Background: an optimization exercise with open tools, aiming at small area. Do not read the settings as production practice. Only simulation tests tie the RTL to the original design; equivalence was not proved. Power is estimated from default activity; no workload was simulated.

==> v35: inputs <==
==> flow/design.v <==
module lcd_driver(line1, line2, clk, rst, lcd_rs, lcd_w, lcd_e, data);
  input  [127:0] line1;
  input  [127:0] line2;
  input  clk;
  input  rst;
  output lcd_rs, lcd_w, lcd_e;
  output [3:0] data;
  reg [8:0] div;      
  reg [1:0] ph;       
  reg [1:0] sec;      
  reg [3:0] c;        
  reg       h;        
  reg [3:0] dreg;
  wire tick = (div == 9'd500);
  wire done = (sec == 2'd3) & (&c) & h;
  wire       h_n   = ~h;
  wire       cc    = h & ((&c) | (sec == 2'd2));
  wire [3:0] c_n   = (sec == 2'd2) ? 4'd0 : c + {3'b0, h};
  wire [1:0] sec_n = sec + {1'b0, cc};
  wire [127:0] ln  = sec_n[1] ? line2 : line1;
  wire [4:0]   k   = {c_n, h_n};
  wire [3:0]   lnib = ln[(5'd31 - k)*4 +: 4];
  reg  [3:0]   cnib;
  always @* begin
    case ({sec_n[1], c_n, h_n})
      6'b0_1001_0: cnib = 4'h3;
      6'b0_1001_1: cnib = 4'h3;
      6'b0_1010_0: cnib = 4'h3;
      6'b0_1010_1: cnib = 4'h2;
      6'b0_1011_0: cnib = 4'h2;
      6'b0_1011_1: cnib = 4'h8;
      6'b0_1100_0: cnib = 4'h0;
      6'b0_1100_1: cnib = 4'h6;
      6'b0_1101_0: cnib = 4'h0;
      6'b0_1101_1: cnib = 4'hC;
      6'b0_1110_0: cnib = 4'h0;
      6'b0_1110_1: cnib = 4'h1;
      6'b0_1111_0: cnib = 4'h8;
      6'b0_1111_1: cnib = 4'h0;
      6'b1_0000_0: cnib = 4'hC;
      6'b1_0000_1: cnib = 4'h0;
      default:     cnib = 4'hx;
    endcase
  end
  wire [3:0] nib = sec_n[0] ? lnib : cnib;
  always @(posedge clk) begin
    if (rst) begin
      div  <= 9'd0;
      ph   <= 2'd3;
      sec  <= 2'd0;
      c    <= 4'd8;
      h    <= 1'b1;
      dreg <= 4'd0;
    end else begin
      div <= tick ? 9'd0 : div + 9'd1;
      if (tick) begin
        case (ph)
          2'd3: ph <= 2'd2;
          2'd0: ph <= 2'd1;
          2'd1: ph <= 2'd2;
          2'd2: if (!done) begin
                  ph   <= 2'd0;
                  sec  <= sec_n;
                  c    <= c_n;
                  h    <= h_n;
                  dreg <= nib;
                end
        endcase
      end
    end
  end
  assign lcd_rs = sec[0];
  assign lcd_w  = 1'b0;
  assign lcd_e  = (ph == 2'd1);
  assign data   = dreg;
endmodule
==> flow/run.sh <==
#!/bin/bash
# synth_recipe.tcl (not shown) runs the flow's synth.tcl, then flattens the netlist and writes it again
# the make line also repeats each setting of config.mk as NAME=value (left out here)
make -C /OpenROAD-flow-scripts/flow DESIGN_CONFIG=/design/flow/config.mk WORK_HOME=/design/flow/orfs CLKGATE_MAP_FILE= SYNTH_SCRIPT=/design/flow/synth_recipe.tcl finish
==> flow/config.mk <==
export PLATFORM = sky130hd
export DESIGN_NAME = lcd_driver
export DESIGN_NICKNAME = lcd_driver
export VERILOG_FILES = /design/flow/design.v
export SDC_FILE = /design/flow/constraint.sdc
export NUM_CORES = 4
export LEC_CHECK = 0
export CAP_MARGIN = 20
export CORE_MARGIN = 2
export CORE_UTILIZATION = 40
export SLEW_MARGIN = 20
==> flow/constraint.sdc <==
create_clock -name core_clock -period 10.0 [get_ports {clk}]
set_input_delay 2.0000 -clock core_clock [delete_from_list [all_inputs] [get_ports {clk}]]
set_output_delay 2.0000 -clock core_clock [all_outputs]
set_load 0.01 [all_outputs]
==> v38: changes against v35 <==
==> flow/design.v, changed modules only <==
module lcd_driver(line1, line2, clk, rst, lcd_rs, lcd_w, lcd_e, data);
  input  [127:0] line1;
  input  [127:0] line2;
  input  clk;
  input  rst;
  output lcd_rs, lcd_w, lcd_e;
  output [3:0] data;
  reg [8:0] lfsr;
  reg [1:0] ph;       
  reg [1:0] sec;
  reg [3:0] c;
  reg       h;
  reg [3:0] dreg;
  wire tick = (lfsr == 9'h043);           
  wire done = (&sec) & (&c) & h;
  wire adv  = tick & (ph == 2'd2) & ~done;
  wire       c15   = &c;
  wire       inc_c = adv & h & ~(c15 & (sec == 2'd1));
  wire       inc_s = adv & h & c15;
  wire       h_d   = rst ? 1'b1    : h ^ adv;
  wire [3:0] c_d   = rst ? 4'd8    : c + {3'b0, inc_c};
  wire [1:0] sec_d = rst ? 2'd0    : sec + {1'b0, inc_s};
  wire [4:0] k   = {c_d, h_d};
  wire [7:0] row = 8'd1 << k[2:0];
  wire [7:0] col = sec_d[0] ? (8'd1 << {sec_d[1], k[4:3]}) : 8'd0;
  reg  [3:0] lnib;
  reg  [7:0] y;
  integer j, cl, r, kk;
  always @* begin
    for (j = 0; j < 4; j = j + 1) begin
      for (cl = 0; cl < 8; cl = cl + 1) begin
        y[cl] = 1'b0;
        for (r = 0; r < 8; r = r + 1) begin
          kk = (cl & 3) * 8 + r;
          y[cl] = y[cl] | (row[r] & (cl >= 4 ? line2[(31-kk)*4 + j] : line1[(31-kk)*4 + j]));
        end
      end
      lnib[j] = |(y & col);
    end
  end
  reg [3:0] cnib;
  always @* begin
    case ({sec_d[1], c_d, h_d})
      6'b0_1000_1: cnib = 4'h0;
      6'b0_1001_0: cnib = 4'h3;
      6'b0_1001_1: cnib = 4'h3;
      6'b0_1010_0: cnib = 4'h3;
      6'b0_1010_1: cnib = 4'h2;
      6'b0_1011_0: cnib = 4'h2;
      6'b0_1011_1: cnib = 4'h8;
      6'b0_1100_0: cnib = 4'h0;
      6'b0_1100_1: cnib = 4'h6;
      6'b0_1101_0: cnib = 4'h0;
      6'b0_1101_1: cnib = 4'hC;
      6'b0_1110_0: cnib = 4'h0;
      6'b0_1110_1: cnib = 4'h1;
      6'b0_1111_0: cnib = 4'h8;
      6'b0_1111_1: cnib = 4'h0;
      6'b1_1111_0: cnib = 4'hC;
      6'b1_1111_1: cnib = 4'h0;
      default:     cnib = 4'hx;
    endcase
  end
  wire [3:0] nib = lnib | (sec_d[0] ? 4'd0 : cnib);
  always @(posedge clk) begin
    if (rst | tick) lfsr <= 9'd0;
    else            lfsr <= {lfsr[7:0], ~(lfsr[8] ^ lfsr[4])};
    if (rst) ph <= 2'd3;
    else if (tick) begin
      case (ph)
        2'd3: ph <= 2'd2;
        2'd0: ph <= 2'd1;
        2'd1: ph <= 2'd2;
        2'd2: if (!done) ph <= 2'd0;
      endcase
    end
    h    <= h_d;
    c    <= c_d;
    sec  <= sec_d;
    dreg <= nib;
  end
  assign lcd_rs = sec[0];
  assign lcd_w  = 1'b0;
  assign lcd_e  = (ph == 2'd1);
  assign data   = dreg;
endmodule
==> flow/flow/run.sh (new file) <==
#!/bin/bash
# Standard ORFS layout (standard.sh), except:
#  - synthesis maps with an area-oriented ABC script (flow/synth.tcl);
#  - the port buffers use the smallest buffer cell, sky130_fd_sc_hd__buf_1.
set -euo pipefail
here=$(pwd)
export AREA_ABC_SCRIPT=$here/flow/abc_area.script
export BUFFER_PORTS_ARGS="-buffer_cell sky130_fd_sc_hd__buf_1"
bash standard.sh SYNTH_SCRIPT=$here/flow/synth.tcl finish > orfs_make.log 2>&1
==> flow/flow/abc_area.script (new file) <==
strash
&get -n
&fraig -x
&put
scorr
dc2
dretime
strash
&get -n
&dch -f
&nf -a
&put
==> flow/flow/synth.tcl (new file) <==
# synth_recipe.tcl (the standard synthesis), with ABC mapping for area:
# the abc call of ORFS's synth.tcl uses flow/abc_area.script instead of its
# own script, and no delay target.
proc synth {args} { yosys synth -nofsm -noshare {*}$args }
proc abc {args} {
  set i [lsearch $args -script]
  set args [lreplace $args $i [expr {$i+1}] -script $::env(AREA_ABC_SCRIPT)]
  set j [lsearch $args -D]
  if {$j >= 0} { set args [lreplace $args $j [expr {$j+1}]] }
  yosys abc {*}$args
}
source $::env(SCRIPTS_DIR)/synth.tcl
# left out here: clear keep_hierarchy, flatten, clean up, hide names made inside functions, write 1_2_yosys.v
==> flow/standard.sh (new file) <==
#!/bin/bash
# synth_recipe.tcl (not shown) runs the flow's synth.tcl, then flattens the netlist and writes it again
# the make line also repeats each setting of config.mk as NAME=value (left out here)
make -C /OpenROAD-flow-scripts/flow DESIGN_CONFIG=/design/flow/config.mk WORK_HOME=/design/flow/orfs CLKGATE_MAP_FILE= SYNTH_SCRIPT=/design/flow/synth_recipe.tcl "${@:-finish}"
removed: flow/run.sh
==> notes <==
- v38 finished clean. v35 passed the timing, DRC and antenna checks.
- Against v35, the final cell count of v38 is smaller by 26%.
- Of v38 and v35, v35 has the higher synthesized area (gap about 35%, measured against v35).
- In v38 the worst setup slack is higher than in v35, by 0.52 ns.
- In v35 the sequential share of layout area is lower than in v38, by 5.2 points.
- Fmax: v38 is higher than v35 (12%).
- In v35 the wire length is higher than in v38, by about 37%.
- In v38 the register-to-register slack is higher than in v35, by 0.52 ns.
- In v38 the global-route usage is higher than in v35, by 2.4 points.
==> figures <==
Outcome: v38 finished clean; v35 finished clean
Non-clock buffer count in the final layout: v38 273; v35 269
DIE HEIGHT: v38 79.14 µm; v35 97.05 µm
Static Leak: v38 0.001089 µW; v35 0.002635 µW
Buffer share of cell area: v38 29.98%; v35 43.48%
Area share of and/or/nand/nor cells after synthesis: v38 22.88%; v35 23.88%
Row cnt: v38 27; v35 33
Total length of routed wires: v38 12.88 mm; v35 17.58 mm
Cell occurring most often along the worst timing path: v38 ha_1; v35 buf_4
Routability cong.: v38 0.9306; v35 0.9733
Post-DR wirelength/cell: v38 20.73 µm; v35 21.03 µm
Met3 wire length: v38 1.729 mm; v35 1.825 mm
Critical path destination: v38 dreg[2]; v35 dreg[0]
Switching Power: v38 55.34 µW; v35 65.30 µW
Die ar.: v38 0.006263 mm²; v35 0.009419 mm²
Met2 Routed Length: v38 5.918 mm; v35 8.610 mm
Critical path buffer and inverter count: v38 1; v35 2
Post-placement cell count: v38 614; v35 831

==> yarrow <==
// lcd_driver: RTL as listed in full above, without the edits since
clock: 10.0 ns
lec_check: 0
cap_margin: 20
core_margin: 2
core_utilization: 40
slew_margin: 20
standard.sh (not shown) runs the stock make flow with config.mk's settings and CLKGATE_MAP_FILE= SYNTH_SCRIPT=/design/flow/synth_recipe.tcl, a recipe that flattens the netlist after the stock synthesis.
==> flow/flow/run.sh <==
#!/bin/bash
# Standard ORFS layout, with the port buffers made from the smallest buffer cell.
set -euo pipefail
export BUFFER_PORTS_ARGS="-buffer_cell sky130_fd_sc_hd__buf_1"
bash standard.sh finish > orfs_make.log 2>&1
==> delta (differences from yarrow) <==
==> flow/design.v (replaced) <==
`timescale 1ns / 1ps
module lcd_driver(line1, line2, clk, rst, lcd_rs, lcd_w, lcd_e, data);
		input [127:0]line1;
		input [127:0]line2;
		input clk;
		input rst;
		output lcd_rs, lcd_w, lcd_e;
		output [3:0]data;
		reg lcd_rs, lcd_w, lcd_e;
		reg [3:0]data;
		reg [7:0] db;
		reg [19:0]counter;
		reg [5:0] state;
		reg [2:0] s1;
		reg [6:0] idx;
		always @(posedge clk) begin
			if(rst) begin
				counter <= 20'b0;
				state <= 6'b0;
				s1 <= 3'b0;
				idx <= 7'b1111111;
				lcd_rs <= 0;
				lcd_w <= 0;
				lcd_e <= 0;
				data <= 4'b0;
			end
			else if(counter == 500) begin
				case(state)
					6'b000000: begin
									lcd_e <= 0;
									state <= state + 1;
								end
					6'b000001: begin
									lcd_rs <= 0;
									lcd_w <= 0;
									data <= 4'b0011;
									state <= state + 1;
								end
					6'b000010: begin
									lcd_e <= 1;
									state <= state + 1;
								end
					6'b000011: begin
									lcd_e <= 0;
									state <= state + 1;
								end
					6'b000100: begin
									lcd_rs <= 0;
									lcd_w <= 0;
									data <= 4'b0011;
									state <= state + 1;
								end
					6'b000101: begin
									lcd_e <= 1;
									state <= state + 1;
								end
					6'b000110: begin
									lcd_e <= 0;
									state <= state + 1;
								end
					6'b000111: begin
									lcd_rs <= 0;
									lcd_w <= 0;
									data <= 4'b0011;
									state <= state + 1;
								end
					6'b001000: begin
									lcd_e <= 1;
									state <= state + 1;
								end
					6'b001001: begin
									lcd_e <= 0;
									state <= state + 1;
								end
					6'b001010: begin
									lcd_rs <= 0;
									lcd_w <= 0;
									data <= 4'b0010;
									state <= state + 1;
								end
					6'b001011: begin
									lcd_e <= 1;
									state <= state + 1;
								end
					6'b001100: begin
									lcd_e <= 0;
									state <= state + 1;
								end
					6'b001101: begin
									lcd_rs <= 0;
									lcd_w <= 0;
									data <= 4'b0010;
									state <= state + 1;
								end
					6'b001110: begin
									lcd_e <= 1;
									state <= state + 1;
								end
					6'b001111: begin
									lcd_e <= 0;
									state <= state + 1;
								end
					6'b010000: begin
									lcd_rs <= 0;
									lcd_w <= 0;
									data <= 4'b1000;
									state <= state + 1;
								end
					6'b010001: begin
									lcd_e <= 1;
									state <= state + 1;
								end
					6'b010010: begin
									lcd_e <= 0;
									state <= state + 1;
								end
					6'b010011: begin
									lcd_rs <= 0;
									lcd_w <= 0;
									data <= 4'b0000;
									state <= state + 1;
								end
					6'b010100: begin
									lcd_e <= 1;
									state <= state + 1;
								end
					6'b010101: begin
									lcd_e <= 0;
									state <= state + 1;
								end
					6'b010110: begin
									lcd_rs <= 0;
									lcd_w <= 0;
									data <= 4'b0110;
									state <= state + 1;
								end
					6'b010111: begin
									lcd_e <= 1;
									state <= state + 1;
								end
					6'b011000: begin
									lcd_e <= 0;
									state <= state + 1;
								end
					6'b011001: begin
									lcd_rs <= 0;
									lcd_w <= 0;
									data <= 4'b0000;
									state <= state + 1;
								end
					6'b011010: begin
									lcd_e <= 1;
									state <= state + 1;
								end
					6'b011011: begin
									lcd_e <= 0;
									state <= state + 1;
								end
					6'b011100: begin
									lcd_rs <= 0;
									lcd_w <= 0;
									data <= 4'b1100;
									state <= state + 1;
								end
					6'b011101: begin
									lcd_e <= 1;
									state <= state + 1;
								end
					6'b011110: begin
									lcd_e <= 0;
									state <= state + 1;
								end
					6'b011111: begin
									lcd_rs <= 0;
									lcd_w <= 0;
									data <= 4'b0000;
									state <= state + 1;
								end
					6'b100000: begin
									lcd_e <= 1;
									state <= state + 1;
								end
					6'b100001: begin
									lcd_e <= 0;
									state <= state + 1;
								end
					6'b100010: begin
									lcd_rs <= 0;
									lcd_w <= 0;
									data <= 4'b0001;
									state <= state + 1;
								end
					6'b100011: begin
									lcd_e <= 1;
									state <= state + 1;
								end
					6'b100100: begin
									lcd_e <= 0;
									state <= state + 1;
								end
					6'b100101: begin
									lcd_rs <= 0;
									lcd_w <= 0;
									data <= 4'b1000;
									state <= state + 1;
								end
					6'b100110: begin
									lcd_e <= 1;
									state <= state + 1;
								end
					6'b100111: begin
									lcd_e <= 0;
									state <= state + 1;
								end
					6'b101000: begin
									lcd_rs <= 0;
									lcd_w <= 0;
									data <= 4'b0000;
									state <= state + 1;
								end
					6'b101001: begin
									lcd_e <= 1;
									state <= state + 1;
								end
					6'b101010:begin
									case(s1)
										3'b000: begin
													db= {line1[idx],line1[idx-1],line1[idx-2],line1[idx-3],line1[idx-4],line1[idx-5],line1[idx-6],line1[idx-7]};
													lcd_e <= 0;
													s1 <= s1 + 1;
												end
										3'b001: begin
													lcd_rs <= 1;
													lcd_w <= 0;
													data <= db[7:4];
													s1 <= s1 + 1;
												end
										3'b010: begin
													lcd_e <= 1;
													s1 <= s1 + 1;
												end
										3'b011: begin
													lcd_e <= 0;
													s1 <= s1 + 1;
												end
										3'b100: begin
													lcd_rs <= 1;
													lcd_w <= 0;
													data <= db[3:0];
													s1 <= s1 + 1;
												end
										3'b101: begin
													lcd_e <= 1;
													if(idx > 7'b0000111) begin
														idx <= idx - 8;
													end
													else begin
														state <= state + 1;
														idx <= 7'b1111111;
													end
													s1 <= 3'b000;
												end
									endcase
								end
					6'b101011: begin
									lcd_e <= 0;
									state <= state + 1;
								end
					6'b101100: begin
									lcd_rs <= 0;
									lcd_w <= 0;
									data <= 4'b1100;
									state <= state + 1;
								end
					6'b101101: begin
									lcd_e <= 1;
									state <= state + 1;
								end
					6'b101110: begin
									lcd_e <= 0;
									state <= state + 1;
								end
					6'b101111: begin
									lcd_rs <= 0;
									lcd_w <= 0;
									data <= 4'b0000;
									state <= state + 1;
								end
					6'b110000: begin
									lcd_e <= 1;
									state <= state + 1;
								end
					6'b110001:begin
									case(s1)
										3'b000: begin
													db= {line2[idx],line2[idx-1],line2[idx-2],line2[idx-3],line2[idx-4],line2[idx-5],line2[idx-6],line2[idx-7]};
													lcd_e <= 0;
													s1 <= s1 + 1;
												end
										3'b001: begin
													lcd_rs <= 1;
													lcd_w <= 0;
													data <= db[7:4];
													s1 <= s1 + 1;
												end
										3'b010: begin
													lcd_e <= 1;
													s1 <= s1 + 1;
												end
										3'b011: begin
													lcd_e <= 0;
													s1 <= s1 + 1;
												end
										3'b100: begin
													lcd_rs <= 1;
													lcd_w <= 0;
													data <= db[3:0];
													s1 <= s1 + 1;
												end
										3'b101: begin
													lcd_e <= 1;
													if(idx > 7'b0000111) begin
														idx <= idx - 8;
													end
													else begin
														state <= state + 1;
														idx <= 7'b1111111;
													end
													s1 <= 3'b000;
												end
									endcase
								end
					6'b110010: begin
									lcd_e <= 0;
								end
				endcase
				counter <= 20'b0;
			end
			else begin
				counter <= counter + 1;
			end
		end
endmodule
==> flow/run.sh (new file) <==
#!/bin/bash
# synth_recipe.tcl (not shown) runs the flow's synth.tcl, then flattens the netlist and writes it again
# the make line also repeats each setting of config.mk as NAME=value (left out here)
make -C /OpenROAD-flow-scripts/flow DESIGN_CONFIG=/design/flow/config.mk WORK_HOME=/design/flow/orfs CLKGATE_MAP_FILE= SYNTH_SCRIPT=/design/flow/synth_recipe.tcl finish
removed: flow/flow/run.sh
removed: flow/standard.sh
==> impl_metrics.toml <==
[final_layout]
seq_cell_count = 22
antenna-diode-count = 0
nNonClkInverters = 7

[placed_design]
dpl_cell_area_um2 = 4432
place.gp.congestion = 0.9481

[pwr]
power.combinational.fraction_pct = 28.8
power.clock.fraction_pct = 35.1
internal_power_uw = 180.3
power_density_nw_per_um2 = 54.67
clock_net_power_uw = 86.9

[min_path]
worst_hold_startpoint = "div[0]$_SDFF_PP0_"

[yosys]
post_synth_inst_count = 498
xor_and_xnor_area_share_after_synthesis_pct = 3.793

[clocking]
clock_input_transition_at_the_sequential_cells_of_the_worst_setup_and_hold_paths_ps = 90

[outcome]
outcome = "complete, no violations"
(the above is from yarrow)
==> impl_metrics.toml <==
[outcome]
outcome = "complete, no violations"

[pwr]
internal_power_uw = 422.9
power.combinational.fraction_pct = 29.8
power_density_nw_per_um2 = 61.19
clock_net_power_uw = 188
power.clock.fraction_pct = 34.2

[yosys]
post_synth_inst_count = 698
xor_and_xnor_area_share_after_synthesis_pct = 4.535
count_of_synthesis_stage_warnings_from_yosys = 1

[placed_design]
dpl_cell_area_um2 = 8812

[min_path]
worst_hold_startpoint = "counter[0]$_SDFF_PP0_"

[worst_setup_path]
timing.reg2reg.worst_path_depth = 8

[final_layout]
antenna-diode-count = 1
(the above is from delta)

static timing again, ports no longer ideal:
The flow's constraints put no driver on any port. The routed layouts listed below were extracted and timed again, unchanged, in two steps.
Step 1: set_driving_cell puts a clkbuf_16 on clk and a buf_2 on each other input, an assumption about the parent block.
Step 2 moves the port delays by t, midway between the first and last clock arrival at a register: inputs arrive t later, outputs are due t later. That takes back most of the time a late clock gives input paths.
Three values: ideal ports, drivers, drivers and shift; two values: the first two.
run | shift t [ns] | slack for setup (ns) | worst slew at a driven data input, ns
v35 | 0.289 | 5.117 / 5.117 / 5.117 | 0.11
v38 | 0.295 | 5.635 / 5.635 / 5.439 | 0.11
yarrow | 0.300 | 4.951 / 4.951 / 4.951 | 0.07
delta | 0.327 | 5.657 / 5.657 / 5.657 | 0.08
After both steps every run listed still meets setup and hold. The setup slack of v38, which loses most, moves by 0.000 ns with the drivers and by -0.196 ns with both steps.
